What follows belongs to an exercise in optimizing a design on an open flow for small area, a short achievable clock period and few clock cycles; a production flow would make more cautious choices.
Where RTL was checked, it was by simulation tests only, not by an equivalence proof against the original.
Power and IR drop assume default switching activity.

==> 08-03: inputs <==
==> flow/design.v <==
module RNN(clk,reset,busy,ready,i_en,idata,mdata_w,mce,mdata_r,maddr,msel);
input           clk, reset;
input           ready;
input    [31:0] idata;
input    [19:0] mdata_r;
output          busy;
output          i_en;
output          mce;
output   [16:0] maddr;
output   [19:0] mdata_w;
output    [2:0] msel;
localparam AW = 43;
localparam OP_NONE = 3'd0, OP_WS = 3'd1, OP_BIH = 3'd2, OP_BHH = 3'd3,
           OP_WIH = 3'd4, OP_WHH = 3'd5, OP_PAD = 3'd6, OP_T = 3'd7;
localparam ST_IDLE = 3'd0, ST_START = 3'd1, ST_RUN = 3'd2, ST_DRAIN = 3'd3,
           ST_DONE = 3'd4;
reg  [2:0]  st;
reg  [2:0]  opA;          
reg         lastA;        
reg  [4:0]  widxA;        
reg         busyA;
reg  [5:0]  ph;           
reg  [5:0]  j;            
reg  [5:0]  jb;           
reg  [5:0]  n;            
reg  [5:0]  kcnt;         
reg  [2:0]  scnt;
reg  [31:0] mask;         
reg  [10:0] tcnt, tlast;
reg         tpos;         
reg  [2:0]  op;           
reg         last_r;
reg         busy_r, ien_r, mce_r, wr_r;
reg  [2:0]  msel_r;
reg  [16:0] maddr_r;
reg  [17:0] wd;
reg  [23:0] pq;
reg  [4:0]  pr0, pr1;
reg  [5:0]  pop;
reg  [5:0]  kq;           
reg  [5:0]  cand;         
reg  [5:0]  wcnt;         
reg  [17:0] H;
reg  [5:0]  jH;
reg         hv, hnew;
wire [17:0] hres;
reg l1, l2, la, lf1;
reg f1, f2;
wire [5:0] ph1 = ph + 6'd1;
wire wpend  = lf1 | (hv & ~wr_r);
wire [5:0] wj  = lf1 ? ph1 : jH;
wire inflight = last_r | l1 | l2 | la | lf1;
reg  [4:0] ctz;
integer b;
always @* begin
    ctz = 5'd0;
    for (b = 31; b >= 0; b = b - 1)
        if (mask[b]) ctz = b;
end
wire [31:0] mask_nx = mask & (mask - 32'd1);
reg  [2:0]  n_st, n_op;
reg         n_last, n_busy, n_tpos;
reg  [4:0]  n_widx;
reg  [5:0]  n_j, n_jb, n_n, n_k, n_wcnt;
reg  [2:0]  n_scnt;
reg  [31:0] n_mask;
reg  [10:0] n_tcnt;
always @* begin
    n_st = st; n_op = OP_NONE; n_last = 1'b0; n_busy = busyA; n_tpos = tpos;
    n_widx = widxA; n_j = j; n_jb = jb; n_n = n; n_k = kcnt; n_scnt = scnt;
    n_mask = mask; n_tcnt = tcnt; n_wcnt = wcnt;
    if (opA == OP_WS) begin
        n_mask = idata; n_wcnt = pop;
    end
    case (st)
    ST_IDLE: begin
        n_op = OP_T;
        if (ready) begin
            n_busy = 1'b1; n_st = ST_START; n_scnt = 3'd0; n_op = OP_NONE;
        end
    end
    ST_START: begin
        n_scnt = scnt + 3'd1;
        if (scnt == 3'd5) begin
            n_st = ST_RUN; n_op = OP_WS; n_j = cand; n_jb = cand; n_n = 6'd0;
        end
    end
    ST_RUN: begin
        if (lastA || opA == OP_PAD) begin
            if (opA != OP_PAD && n == 6'd63) begin
                n_st = ST_DRAIN; n_op = OP_PAD;
            end else if (opA != OP_PAD && cand == jb) begin
                n_op = OP_PAD;
            end else begin
                n_op = OP_WS; n_j = cand; n_n = n + 6'd1;
                if (opA == OP_PAD) n_jb = cand;
            end
        end else begin
            case (opA)
            OP_WS: n_op = OP_BIH;
            OP_BIH: begin
                n_op = OP_BHH; n_last = ~tpos & (pop == 6'd0);
            end
            default: begin  
                if (wcnt != 6'd0) begin
                    n_op = OP_WIH; n_widx = ctz; n_wcnt = wcnt - 6'd1;
                    n_mask = mask_nx; n_last = ~tpos & (wcnt == 6'd1);
                end else begin
                    n_op = OP_WHH;
                    n_k = (opA == OP_WHH) ? kcnt + 6'd1 : 6'd0;
                    n_last = (opA == OP_WHH) && (kcnt == 6'd62);
                end
            end
            endcase
        end
    end
    ST_DRAIN: begin
        n_op = OP_PAD;
        if (!inflight) begin
            if (tcnt == tlast) begin
                n_st = ST_DONE; n_op = OP_NONE; n_busy = 1'b0;
            end else begin
                n_st = ST_RUN; n_tcnt = tcnt + 11'd1; n_tpos = 1'b1;
                n_op = OP_WS; n_j = cand; n_jb = cand; n_n = 6'd0;
            end
        end
    end
    default: begin  
        n_busy = 1'b0;
    end
    endcase
end
wire slot = (opA == OP_WS) | (opA == OP_PAD);
wire wr_next = slot & wpend;
reg  [2:0]  p_msel;
reg  [16:0] p_maddr;
reg         p_mce;
always @* begin
    p_mce = 1'b1; p_msel = 3'b110; p_maddr = {11'd0, j};
    case (opA)
    OP_BIH: p_msel = 3'b001;
    OP_BHH: p_msel = 3'b011;
    OP_WIH: begin p_msel = 3'b000; p_maddr = {6'd0, j, widxA}; end
    OP_WHH: begin p_msel = 3'b010; p_maddr = {5'd0, j, ph1}; end
    OP_T:   p_msel = 3'b100;
    default: p_mce = 1'b0;
    endcase
    if (wr_next) begin
        p_mce = 1'b1; p_msel = 3'b101; p_maddr = {tcnt, wj};
    end
end
always @(posedge clk) begin
    ph <= ph1;
    for (b = 0; b < 8; b = b + 1)
        pq[3*b +: 3] <= idata[4*b] + idata[4*b+1] + idata[4*b+2] + idata[4*b+3];
    pr0 <= pq[2:0] + pq[5:3] + pq[8:6] + pq[11:9];
    pr1 <= pq[14:12] + pq[17:15] + pq[20:18] + pq[23:21];
    pop <= pr0 + pr1;
    kq <= pop + 6'd9;
    cand <= ph1 + kq;
    if (st == ST_START && scnt == 3'd0) tlast <= mdata_r[10:0] - 11'd1;
    st <= n_st; opA <= n_op; lastA <= n_last; widxA <= n_widx; busyA <= n_busy;
    tpos <= n_tpos; j <= n_j; jb <= n_jb; n <= n_n; kcnt <= n_k; scnt <= n_scnt;
    mask <= n_mask; tcnt <= n_tcnt; wcnt <= n_wcnt;
    op <= opA; last_r <= lastA;
    mce_r <= p_mce; msel_r <= p_msel; maddr_r <= p_maddr; wr_r <= wr_next;
    wd <= wr_next ? (lf1 ? hres : H) : 18'd0;
    busy_r <= (st == ST_IDLE) ? ready : busyA;
    ien_r <= (st == ST_IDLE) ? ready : (opA == OP_WS && n == 6'd63 && tcnt != tlast);
    if (reset) begin
        ph <= 6'd0;
        st <= ST_IDLE; opA <= OP_T; lastA <= 1'b0; busyA <= 1'b0;
        tpos <= 1'b0; tcnt <= 11'd0;
        op <= OP_NONE; last_r <= 1'b0;
        mce_r <= 1'b1; msel_r <= 3'b100; wr_r <= 1'b0;
        busy_r <= 1'b0; ien_r <= 1'b0;
    end
end
reg  [18*64-1:0] ra, rb;
wire [17:0] hnext = tcnt[0] ? ra[35:18] : rb[35:18];
always @(posedge clk) begin
    ra <= {(hnew & ~tcnt[0]) ? H : ra[17:0], ra[18*64-1:18]};
    rb <= {(hnew &  tcnt[0]) ? H : rb[17:0], rb[18*64-1:18]};
end
wire [17:0] hval = (opA == OP_WHH) ? hnext : 18'h10000;
wire [18:0] hx = {hval, 1'b0};
reg  [26:0] bth_n;
integer d;
always @* begin
    for (d = 0; d < 9; d = d + 1) begin
        bth_n[3*d]   = hx[2*d+1] ^ hx[2*d];                                    
        bth_n[3*d+1] = hx[2*d+2] ? (~hx[2*d+1] & ~hx[2*d]) : (hx[2*d+1] & hx[2*d]);  
        bth_n[3*d+2] = hx[2*d+2];                                              
    end
end
reg [26:0] bth;
always @(posedge clk) bth <= bth_n;
wire [19:0] md = mdata_r;
wire [AW-1:0] pp [0:9];
genvar gi;
generate
for (gi = 0; gi < 9; gi = gi + 1) begin : G_PP
    wire one = bth[3*gi], two = bth[3*gi+1], ng = bth[3*gi+2];
    wire [20:0] sel = one ? {md[19], md} : two ? {md, 1'b0} : 21'd0;
    wire [20:0] v = sel ^ {21{ng}};
    wire [AW-1:0] row = {{(AW-21){1'b0}}, ~v[20], v[19:0]} << (2*gi);
    if (gi == 0) begin : G0
        assign pp[gi] = row;
    end else begin : GN
        assign pp[gi] = row | ({{(AW-1){1'b0}}, bth[3*(gi-1)+2]} << (2*gi-2));
    end
end
endgenerate
localparam [AW-1:0] CK = 43'h7eaaab00000;
assign pp[9] = CK | ({{(AW-1){1'b0}}, bth[26]} << 16);
wire [AW-1:0] a0 = ((pp[0])^(pp[1])^(pp[2])), a1 = ((((pp[0])&(pp[1]))|((pp[0])&(pp[2]))|((pp[1])&(pp[2]))) << 1);
wire [AW-1:0] a2 = ((pp[3])^(pp[4])^(pp[5])), a3 = ((((pp[3])&(pp[4]))|((pp[3])&(pp[5]))|((pp[4])&(pp[5]))) << 1);
wire [AW-1:0] a4 = ((pp[6])^(pp[7])^(pp[8])), a5 = ((((pp[6])&(pp[7]))|((pp[6])&(pp[8]))|((pp[7])&(pp[8]))) << 1);
wire [AW-1:0] a6 = pp[9];
wire [AW-1:0] b0 = ((a0)^(a1)^(a2)), b1 = ((((a0)&(a1))|((a0)&(a2))|((a1)&(a2))) << 1);
wire [AW-1:0] b2 = ((a3)^(a4)^(a5)), b3 = ((((a3)&(a4))|((a3)&(a5))|((a4)&(a5))) << 1);
wire [AW-1:0] b4 = a6;
reg [AW-1:0] q0, q1, q2, q3, q4;
always @(posedge clk) begin
    q0 <= b0; q1 <= b1; q2 <= b2; q3 <= b3; q4 <= b4;
    l1 <= last_r & ~reset; f1 <= (op == OP_BIH);
end
wire [AW-1:0] c0 = ((q0)^(q1)^(q2)), c1 = ((((q0)&(q1))|((q0)&(q2))|((q1)&(q2))) << 1);
wire [AW-1:0] c2 = q3, c3 = q4;
wire [AW-1:0] d0 = ((c0)^(c1)^(c2)), d1 = ((((c0)&(c1))|((c0)&(c2))|((c1)&(c2))) << 1);
wire [AW-1:0] d2 = c3;
wire [AW-1:0] e0 = ((d0)^(d1)^(d2)), e1 = ((((d0)&(d1))|((d0)&(d2))|((d1)&(d2))) << 1);
reg [AW-1:0] ps, pcy;
always @(posedge clk) begin
    ps <= e0; pcy <= e1;
    l2 <= l1 & ~reset; f2 <= f1;
end
reg  [AW-1:0] as, ac;
wire [AW-1:0] ai0 = f2 ? 43'h8000 : as;
wire [AW-1:0] ai1 = f2 ? 43'd0 : ac;
wire [AW-1:0] x0 = ((ai0)^(ai1)^(ps)), x1 = ((((ai0)&(ai1))|((ai0)&(ps))|((ai1)&(ps))) << 1);
wire [AW-1:0] y0 = ((x0)^(x1)^(pcy)), y1 = ((((x0)&(x1))|((x0)&(pcy))|((x1)&(pcy))) << 1);
always @(posedge clk) begin
    as <= y0; ac <= y1;
    la <= l2 & ~reset;
end
wire [22:0] lo  = as[21:0] + ac[21:0];
wire [21:0] hi0 = as[42:22] + ac[42:22];
wire [21:0] hi1 = {as[42:22], 1'b1} + {ac[42:22], 1'b1};
reg  [6:0]  lo_r;
reg  [20:0] h0, h1;
always @(posedge clk) begin
    lo_r <= lo[22:16];
    h0 <= hi0[20:0]; h1 <= hi1[21:1];
    lf1 <= la & ~reset;
end
wire [26:0] r  = {lo_r[6] ? h1 : h0, lo_r[5:0]};
wire sat_hi = ~r[26] & ((|r[25:17]) | (r[16] & (|r[15:0])));
wire sat_lo =  r[26] & ~(&r[25:16]);
assign hres = sat_hi ? 18'h10000 : sat_lo ? 18'h30000 : r[17:0];
always @(posedge clk) begin
    if (lf1) begin
        H <= hres;
        jH <= ph1;
    end
    hnew <= lf1 & ~reset;
    hv <= reset ? 1'b0 : lf1 ? 1'b1 : wr_r ? 1'b0 : hv;
end
assign busy = busy_r;
assign i_en = ien_r;
assign mce = mce_r;
assign msel = msel_r;
assign maddr = maddr_r;
assign mdata_w = {{2{wd[17]}}, wd};
endmodule
==> flow/run.sh <==
#!/bin/bash
# synth_recipe.tcl (not shown) runs the flow's synth.tcl, then flattens the netlist and writes it again
# the make line also repeats each setting of config.mk as NAME=value (left out here)
make -C /OpenROAD-flow-scripts/flow DESIGN_CONFIG=/design/flow/config.mk WORK_HOME=/design/flow/orfs CLKGATE_MAP_FILE= SYNTH_SCRIPT=/design/flow/synth_recipe.tcl finish
==> flow/config.mk <==
export PLATFORM = sky130hd
export DESIGN_NAME = RNN
export DESIGN_NICKNAME = RNN
export VERILOG_FILES = /design/flow/design.v
export SDC_FILE = /design/flow/constraint.sdc
export NUM_CORES = 4
export LEC_CHECK = 0
export ABC_CLOCK_PERIOD_IN_PS = 2400
export CAP_MARGIN = 20
export CORE_MARGIN = 2
export CORE_UTILIZATION = 60
export CTS_BUF_LIST = sky130_fd_sc_hd__clkbuf_8 sky130_fd_sc_hd__clkbuf_16
export CTS_CLUSTER_DIAMETER = 50
export CTS_CLUSTER_SIZE = 30
export PLACE_DENSITY = 0.75
export SETUP_SLACK_MARGIN = 2.6
export SLEW_MARGIN = 20
==> flow/constraint.sdc <==
create_clock -name core_clock -period 5.0 [get_ports {clk}]
set_input_delay 1.0000 -clock core_clock [delete_from_list [all_inputs] [get_ports {clk}]]
set_output_delay 1.0000 -clock core_clock [all_outputs]
set_load 0.01 [all_outputs]
==> 04-18 (differences from 08-03) <==
--- a/flow/design.v
+++ b/flow/design.v
@@ -24,7 +24,6 @@
 reg  [5:0]  jb;           
 reg  [5:0]  n;            
 reg  [5:0]  kcnt;         
-reg  [2:0]  scnt;
 reg  [31:0] mask;         
 reg  [10:0] tcnt, tlast;
 reg         tpos;         
@@ -34,12 +33,17 @@
 reg  [2:0]  msel_r;
 reg  [16:0] maddr_r;
 reg  [17:0] wd;
-reg  [23:0] pq;
-reg  [4:0]  pr0, pr1;
+reg  [3:0]  pcnt;
 reg  [5:0]  pop;
+wire        pvalid = (pcnt >= 4'd10);    
+wire [3:0]  xg = idata[4*pcnt[2:0] +: 4];
+wire [2:0]  xg_n = xg[0] + xg[1] + xg[2] + xg[3];
 reg  [5:0]  kq;           
 reg  [5:0]  cand;         
 reg  [5:0]  wcnt;         
+reg         candeq;       
+reg         n63;          
+reg         slotA;        
 reg  [17:0] H;
 reg  [5:0]  jH;
 reg         hv, hnew;
@@ -62,12 +66,11 @@
 reg         n_last, n_busy, n_tpos;
 reg  [4:0]  n_widx;
 reg  [5:0]  n_j, n_jb, n_n, n_k, n_wcnt;
-reg  [2:0]  n_scnt;
 reg  [31:0] n_mask;
 reg  [10:0] n_tcnt;
 always @* begin
     n_st = st; n_op = OP_NONE; n_last = 1'b0; n_busy = busyA; n_tpos = tpos;
-    n_widx = widxA; n_j = j; n_jb = jb; n_n = n; n_k = kcnt; n_scnt = scnt;
+    n_widx = widxA; n_j = j; n_jb = jb; n_n = n; n_k = kcnt;
     n_mask = mask; n_tcnt = tcnt; n_wcnt = wcnt;
     if (opA == OP_WS) begin
         n_mask = idata; n_wcnt = pop;
@@ -76,20 +79,19 @@
     ST_IDLE: begin
         n_op = OP_T;
         if (ready) begin
-            n_busy = 1'b1; n_st = ST_START; n_scnt = 3'd0; n_op = OP_NONE;
+            n_busy = 1'b1; n_st = ST_START; n_op = OP_NONE;
         end
     end
     ST_START: begin
-        n_scnt = scnt + 3'd1;
-        if (scnt == 3'd5) begin
+        if (pvalid && !ien_r) begin
             n_st = ST_RUN; n_op = OP_WS; n_j = cand; n_jb = cand; n_n = 6'd0;
         end
     end
     ST_RUN: begin
         if (lastA || opA == OP_PAD) begin
-            if (opA != OP_PAD && n == 6'd63) begin
+            if (opA != OP_PAD && n63) begin
                 n_st = ST_DRAIN; n_op = OP_PAD;
-            end else if (opA != OP_PAD && cand == jb) begin
+            end else if (opA != OP_PAD && candeq) begin
                 n_op = OP_PAD;
             end else begin
                 n_op = OP_WS; n_j = cand; n_n = n + 6'd1;
@@ -116,7 +118,7 @@
     end
     ST_DRAIN: begin
         n_op = OP_PAD;
-        if (!inflight) begin
+        if (!inflight && pvalid) begin
             if (tcnt == tlast) begin
                 n_st = ST_DONE; n_op = OP_NONE; n_busy = 1'b0;
             end else begin
@@ -130,8 +132,7 @@
     end
     endcase
 end
-wire slot = (opA == OP_WS) | (opA == OP_PAD);
-wire wr_next = slot & wpend;
+wire wr_next = slotA & wpend;
 reg  [2:0]  p_msel;
 reg  [16:0] p_maddr;
 reg         p_mce;
@@ -151,25 +152,27 @@
 end
 always @(posedge clk) begin
     ph <= ph1;
-    for (b = 0; b < 8; b = b + 1)
-        pq[3*b +: 3] <= idata[4*b] + idata[4*b+1] + idata[4*b+2] + idata[4*b+3];
-    pr0 <= pq[2:0] + pq[5:3] + pq[8:6] + pq[11:9];
-    pr1 <= pq[14:12] + pq[17:15] + pq[20:18] + pq[23:21];
-    pop <= pr0 + pr1;
+    if (ien_r) pcnt <= 4'd0;
+    else if (pcnt != 4'd15) pcnt <= pcnt + 4'd1;
+    if (pcnt == 4'd0) pop <= {3'd0, xg_n};
+    else if (pcnt < 4'd8) pop <= pop + {3'd0, xg_n};
     kq <= pop + 6'd9;
     cand <= ph1 + kq;
-    if (st == ST_START && scnt == 3'd0) tlast <= mdata_r[10:0] - 11'd1;
+    candeq <= (ph1 + kq == jb);
+    n63 <= (n_n == 6'd63);
+    slotA <= (n_op == OP_WS) | (n_op == OP_PAD);
+    if (st == ST_START && ien_r) tlast <= mdata_r[10:0] - 11'd1;
     st <= n_st; opA <= n_op; lastA <= n_last; widxA <= n_widx; busyA <= n_busy;
-    tpos <= n_tpos; j <= n_j; jb <= n_jb; n <= n_n; kcnt <= n_k; scnt <= n_scnt;
+    tpos <= n_tpos; j <= n_j; jb <= n_jb; n <= n_n; kcnt <= n_k;
     mask <= n_mask; tcnt <= n_tcnt; wcnt <= n_wcnt;
     op <= opA; last_r <= lastA;
     mce_r <= p_mce; msel_r <= p_msel; maddr_r <= p_maddr; wr_r <= wr_next;
     wd <= wr_next ? (lf1 ? hres : H) : 18'd0;
     busy_r <= (st == ST_IDLE) ? ready : busyA;
-    ien_r <= (st == ST_IDLE) ? ready : (opA == OP_WS && n == 6'd63 && tcnt != tlast);
+    ien_r <= (st == ST_IDLE) ? ready : (opA == OP_WS && n63 && tcnt != tlast);
     if (reset) begin
         ph <= 6'd0;
-        st <= ST_IDLE; opA <= OP_T; lastA <= 1'b0; busyA <= 1'b0;
+        st <= ST_IDLE; opA <= OP_T; slotA <= 1'b0; lastA <= 1'b0; busyA <= 1'b0;
         tpos <= 1'b0; tcnt <= 11'd0;
         op <= OP_NONE; last_r <= 1'b0;
         mce_r <= 1'b1; msel_r <= 3'b100; wr_r <= 1'b0;
@@ -201,7 +204,7 @@
 generate
 for (gi = 0; gi < 9; gi = gi + 1) begin : G_PP
     wire one = bth[3*gi], two = bth[3*gi+1], ng = bth[3*gi+2];
-    wire [20:0] sel = one ? {md[19], md} : two ? {md, 1'b0} : 21'd0;
+    wire [20:0] sel = ({21{one}} & {md[19], md}) | ({21{two}} & {md, 1'b0});
     wire [20:0] v = sel ^ {21{ng}};
     wire [AW-1:0] row = {{(AW-21){1'b0}}, ~v[20], v[19:0]} << (2*gi);
     if (gi == 0) begin : G0
--- a/flow/config.mk
+++ b/flow/config.mk
@@ -5,7 +5,7 @@
 export SDC_FILE = /design/flow/constraint.sdc
 export NUM_CORES = 4
 export LEC_CHECK = 0
-export ABC_CLOCK_PERIOD_IN_PS = 2400
+export ABC_CLOCK_PERIOD_IN_PS = 2000
 export CAP_MARGIN = 20
 export CORE_MARGIN = 2
 export CORE_UTILIZATION = 60
@@ -13,5 +13,5 @@
 export CTS_CLUSTER_DIAMETER = 50
 export CTS_CLUSTER_SIZE = 30
 export PLACE_DENSITY = 0.75
-export SETUP_SLACK_MARGIN = 2.6
+export SETUP_SLACK_MARGIN = 3.0
 export SLEW_MARGIN = 20
==> 01-14 (differences from 08-03) <==
--- a/flow/design.v
+++ b/flow/design.v
@@ -24,7 +24,6 @@
 reg  [5:0]  jb;           
 reg  [5:0]  n;            
 reg  [5:0]  kcnt;         
-reg  [2:0]  scnt;
 reg  [31:0] mask;         
 reg  [10:0] tcnt, tlast;
 reg         tpos;         
@@ -34,12 +33,19 @@
 reg  [2:0]  msel_r;
 reg  [16:0] maddr_r;
 reg  [17:0] wd;
-reg  [23:0] pq;
-reg  [4:0]  pr0, pr1;
+reg  [3:0]  pcnt;
 reg  [5:0]  pop;
-reg  [5:0]  kq;           
+reg         pvalid;       
+reg         tlq;          
+wire [3:0]  xg = idata[4*pcnt[2:0] +: 4];
+reg  [2:0]  xg_n;         
 reg  [5:0]  cand;         
 reg  [5:0]  wcnt;         
+reg         candeq;       
+reg  [5:0]  dk;           
+reg         whhA;         
+reg         n63;          
+reg         slotA;        
 reg  [17:0] H;
 reg  [5:0]  jH;
 reg         hv, hnew;
@@ -62,12 +68,11 @@
 reg         n_last, n_busy, n_tpos;
 reg  [4:0]  n_widx;
 reg  [5:0]  n_j, n_jb, n_n, n_k, n_wcnt;
-reg  [2:0]  n_scnt;
 reg  [31:0] n_mask;
 reg  [10:0] n_tcnt;
 always @* begin
     n_st = st; n_op = OP_NONE; n_last = 1'b0; n_busy = busyA; n_tpos = tpos;
-    n_widx = widxA; n_j = j; n_jb = jb; n_n = n; n_k = kcnt; n_scnt = scnt;
+    n_widx = widxA; n_j = j; n_jb = jb; n_n = n; n_k = kcnt;
     n_mask = mask; n_tcnt = tcnt; n_wcnt = wcnt;
     if (opA == OP_WS) begin
         n_mask = idata; n_wcnt = pop;
@@ -76,20 +81,19 @@
     ST_IDLE: begin
         n_op = OP_T;
         if (ready) begin
-            n_busy = 1'b1; n_st = ST_START; n_scnt = 3'd0; n_op = OP_NONE;
+            n_busy = 1'b1; n_st = ST_START; n_op = OP_NONE;
         end
     end
     ST_START: begin
-        n_scnt = scnt + 3'd1;
-        if (scnt == 3'd5) begin
+        if (pvalid && !ien_r) begin
             n_st = ST_RUN; n_op = OP_WS; n_j = cand; n_jb = cand; n_n = 6'd0;
         end
     end
     ST_RUN: begin
         if (lastA || opA == OP_PAD) begin
-            if (opA != OP_PAD && n == 6'd63) begin
+            if (opA != OP_PAD && n63) begin
                 n_st = ST_DRAIN; n_op = OP_PAD;
-            end else if (opA != OP_PAD && cand == jb) begin
+            end else if (opA != OP_PAD && candeq) begin
                 n_op = OP_PAD;
             end else begin
                 n_op = OP_WS; n_j = cand; n_n = n + 6'd1;
@@ -116,8 +120,8 @@
     end
     ST_DRAIN: begin
         n_op = OP_PAD;
-        if (!inflight) begin
-            if (tcnt == tlast) begin
+        if (!inflight && pvalid) begin
+            if (tlq) begin
                 n_st = ST_DONE; n_op = OP_NONE; n_busy = 1'b0;
             end else begin
                 n_st = ST_RUN; n_tcnt = tcnt + 11'd1; n_tpos = 1'b1;
@@ -130,8 +134,7 @@
     end
     endcase
 end
-wire slot = (opA == OP_WS) | (opA == OP_PAD);
-wire wr_next = slot & wpend;
+wire wr_next = slotA & wpend;
 reg  [2:0]  p_msel;
 reg  [16:0] p_maddr;
 reg         p_mce;
@@ -151,25 +154,31 @@
 end
 always @(posedge clk) begin
     ph <= ph1;
-    for (b = 0; b < 8; b = b + 1)
-        pq[3*b +: 3] <= idata[4*b] + idata[4*b+1] + idata[4*b+2] + idata[4*b+3];
-    pr0 <= pq[2:0] + pq[5:3] + pq[8:6] + pq[11:9];
-    pr1 <= pq[14:12] + pq[17:15] + pq[20:18] + pq[23:21];
-    pop <= pr0 + pr1;
-    kq <= pop + 6'd9;
-    cand <= ph1 + kq;
-    if (st == ST_START && scnt == 3'd0) tlast <= mdata_r[10:0] - 11'd1;
+    pvalid <= ~ien_r & (pcnt >= 4'd9);
+    tlq <= (tcnt == tlast);
+    if (ien_r) pcnt <= 4'd0;
+    else if (pcnt != 4'd15) pcnt <= pcnt + 4'd1;
+    xg_n <= {2'd0, xg[0]} + {2'd0, xg[1]} + {2'd0, xg[2]} + {2'd0, xg[3]};
+    if (pcnt == 4'd1) pop <= {3'd0, xg_n};
+    else if (pcnt >= 4'd2 && pcnt <= 4'd8) pop <= pop + {3'd0, xg_n};
+    cand <= ph + pop + 6'd10;
+    dk <= jb - pop - 6'd10;
+    candeq <= (ph == dk);
+    whhA <= (n_op == OP_WHH);
+    n63 <= (n_n == 6'd63);
+    slotA <= (n_op == OP_WS) | (n_op == OP_PAD);
+    if (st == ST_START && ien_r) tlast <= mdata_r[10:0] - 11'd1;
     st <= n_st; opA <= n_op; lastA <= n_last; widxA <= n_widx; busyA <= n_busy;
-    tpos <= n_tpos; j <= n_j; jb <= n_jb; n <= n_n; kcnt <= n_k; scnt <= n_scnt;
+    tpos <= n_tpos; j <= n_j; jb <= n_jb; n <= n_n; kcnt <= n_k;
     mask <= n_mask; tcnt <= n_tcnt; wcnt <= n_wcnt;
     op <= opA; last_r <= lastA;
     mce_r <= p_mce; msel_r <= p_msel; maddr_r <= p_maddr; wr_r <= wr_next;
     wd <= wr_next ? (lf1 ? hres : H) : 18'd0;
     busy_r <= (st == ST_IDLE) ? ready : busyA;
-    ien_r <= (st == ST_IDLE) ? ready : (opA == OP_WS && n == 6'd63 && tcnt != tlast);
+    ien_r <= (st == ST_IDLE) ? ready : (opA == OP_WS && n63 && ~tlq);
     if (reset) begin
         ph <= 6'd0;
-        st <= ST_IDLE; opA <= OP_T; lastA <= 1'b0; busyA <= 1'b0;
+        st <= ST_IDLE; opA <= OP_T; slotA <= 1'b0; whhA <= 1'b0; lastA <= 1'b0; busyA <= 1'b0;
         tpos <= 1'b0; tcnt <= 11'd0;
         op <= OP_NONE; last_r <= 1'b0;
         mce_r <= 1'b1; msel_r <= 3'b100; wr_r <= 1'b0;
@@ -182,7 +191,7 @@
     ra <= {(hnew & ~tcnt[0]) ? H : ra[17:0], ra[18*64-1:18]};
     rb <= {(hnew &  tcnt[0]) ? H : rb[17:0], rb[18*64-1:18]};
 end
-wire [17:0] hval = (opA == OP_WHH) ? hnext : 18'h10000;
+wire [17:0] hval = whhA ? hnext : 18'h10000;
 wire [18:0] hx = {hval, 1'b0};
 reg  [26:0] bth_n;
 integer d;
@@ -201,7 +210,7 @@
 generate
 for (gi = 0; gi < 9; gi = gi + 1) begin : G_PP
     wire one = bth[3*gi], two = bth[3*gi+1], ng = bth[3*gi+2];
-    wire [20:0] sel = one ? {md[19], md} : two ? {md, 1'b0} : 21'd0;
+    wire [20:0] sel = ({21{one}} & {md[19], md}) | ({21{two}} & {md, 1'b0});
     wire [20:0] v = sel ^ {21{ng}};
     wire [AW-1:0] row = {{(AW-21){1'b0}}, ~v[20], v[19:0]} << (2*gi);
     if (gi == 0) begin : G0
==> flow/flow/run.sh (new file) <==
#!/bin/bash
# The standard layout, except that the input and output ports are
# buffered with plain buffers (buf_4) rather than the delay-cell buffers
# buffer_ports picks by default.  make's full output goes to standard_flow.log;
# each ORFS step keeps its own log under orfs/logs.
set -euo pipefail
bash standard.sh "BUFFER_PORTS_ARGS=-buffer_cell sky130_fd_sc_hd__buf_4" finish > standard_flow.log 2>&1
==> flow/standard.sh (new file) <==
#!/bin/bash
# synth_recipe.tcl (not shown) runs the flow's synth.tcl, then flattens the netlist and writes it again
# the make line also repeats each setting of config.mk as NAME=value (left out here)
make -C /OpenROAD-flow-scripts/flow DESIGN_CONFIG=/design/flow/config.mk WORK_HOME=/design/flow/orfs CLKGATE_MAP_FILE= SYNTH_SCRIPT=/design/flow/synth_recipe.tcl "${@:-finish}"
--- a/flow/config.mk
+++ b/flow/config.mk
@@ -9,9 +9,9 @@
 export CAP_MARGIN = 20
 export CORE_MARGIN = 2
 export CORE_UTILIZATION = 60
-export CTS_BUF_LIST = sky130_fd_sc_hd__clkbuf_8 sky130_fd_sc_hd__clkbuf_16
-export CTS_CLUSTER_DIAMETER = 50
+export CTS_BUF_LIST = sky130_fd_sc_hd__clkbuf_16
+export CTS_CLUSTER_DIAMETER = 100
 export CTS_CLUSTER_SIZE = 30
 export PLACE_DENSITY = 0.75
-export SETUP_SLACK_MARGIN = 2.6
+export SETUP_SLACK_MARGIN = 2.7
 export SLEW_MARGIN = 20
removed: flow/run.sh
==> qor summary <==
|  | 04-18 | 01-14 | 08-03 |
|---|---|---|---|
| Outcome | complete, no violations | complete, no violations | complete, no violations |
| Total routed wire length on the met1 layer | 64.9 mm | 61.6 mm | 63.1 mm |
| Proportion of cell area spent on the clock network | 0.0640 | 0.0363 | 0.0676 |
| Iteration count of the initial detailed-routing pass | 5 | 6 | 5 |
| Global-route wire length before repair | 217 mm | 197 mm | 205 mm |
| Worst Path Arrival | 4010 ps | 1320 ps | 3090 ps |
| Cells on worst reg2reg path | 12 | 7 | 6 |
| Switching pwr | 12.7 mW | 10.3 mW | 11.5 mW |
| Final setup margin | 1680 ps | 2680 ps | 2630 ps |
| Worst R2R Start | pcnt[0] | as[31] | l1 |
| Number of combinational gates with multiple inputs | 1,797 | 1,870 | 2,026 |
| Fraction of area in multi-input gates | 0.212 | 0.208 | 0.202 |
| LEAKAGE | 36.4 nW | 33.8 nW | 36.1 nW |
| Register clock-pin slew on the reported worst setup and hold paths | 100 ps | 110 ps | 100 ps |
| Antenna violations before repair | 9 | 10 | 7 |
| Final-stage net count | 5,883 | 5,733 | 6,091 |
| Footprint of the multi-input gates | 0.0190 mm² | 0.0171 mm² | 0.0175 mm² |
| Count of plain and timing-repair buffers | 340 | 132 | 170 |
| CP endpoint | pop[5] | maddr[1] | q0[13] |
| Mux cell area share after synthesis | 0.0163 | 0.0142 | 0.00690 |
| Number of antenna repair diodes | 2 | 2 | 4 |
| Type of destination of the critical path | flop | output port | flop |
| Post-synth EDFFs | 37 | 37 | 43 |
| Hold Crit Start | ra[99] | ra[39] | ra[749] |
| Power per standard cell area | 522 mW/mm² | 491 mW/mm² | 511 mW/mm² |
| Post-synthesis area per instance | 14.7 µm² | 14.5 µm² | 14.1 µm² |
Testbench counts of 01-14, summed over its fixed seeds: cycles 425,028.
For 08-03 and 04-18, only the layout was checked, not whether the RTL still works.

## re-timing with driven ports
The results above use ideal ports. As a check the final layouts listed here were re-extracted and re-timed, cells and wires unchanged.
Step 1 (the two cells are an assumption about what drives the block):
set clk [get_ports {clk}]
set_driving_cell -lib_cell sky130_fd_sc_hd__clkbuf_16 $clk
set_driving_cell -lib_cell sky130_fd_sc_hd__buf_2 [delete_from_list [all_inputs] $clk]
Step 2 times the ports against the registers' clock, not the clock port: input delays grow and output delays shrink by t, the midpoint of the rising clock arrivals with the driver on.
a / b / c = ideal ports / drivers / drivers and shift; a / b = the first two.
run	t, ns	setup WS [ns]	worst setup path at the end
08-03	0.873	2.626 / 2.586 / 1.775	input to register
04-18	0.889	1.683 / 1.736 / 0.847	input to register
01-14	0.812	2.684 / 2.611 / 2.097	input to register
After both steps setup and hold are still met in every run listed. For 08-03, which loses most, drivers alone change the setup slack by -0.040 ns; drivers and shift together by -0.851 ns.
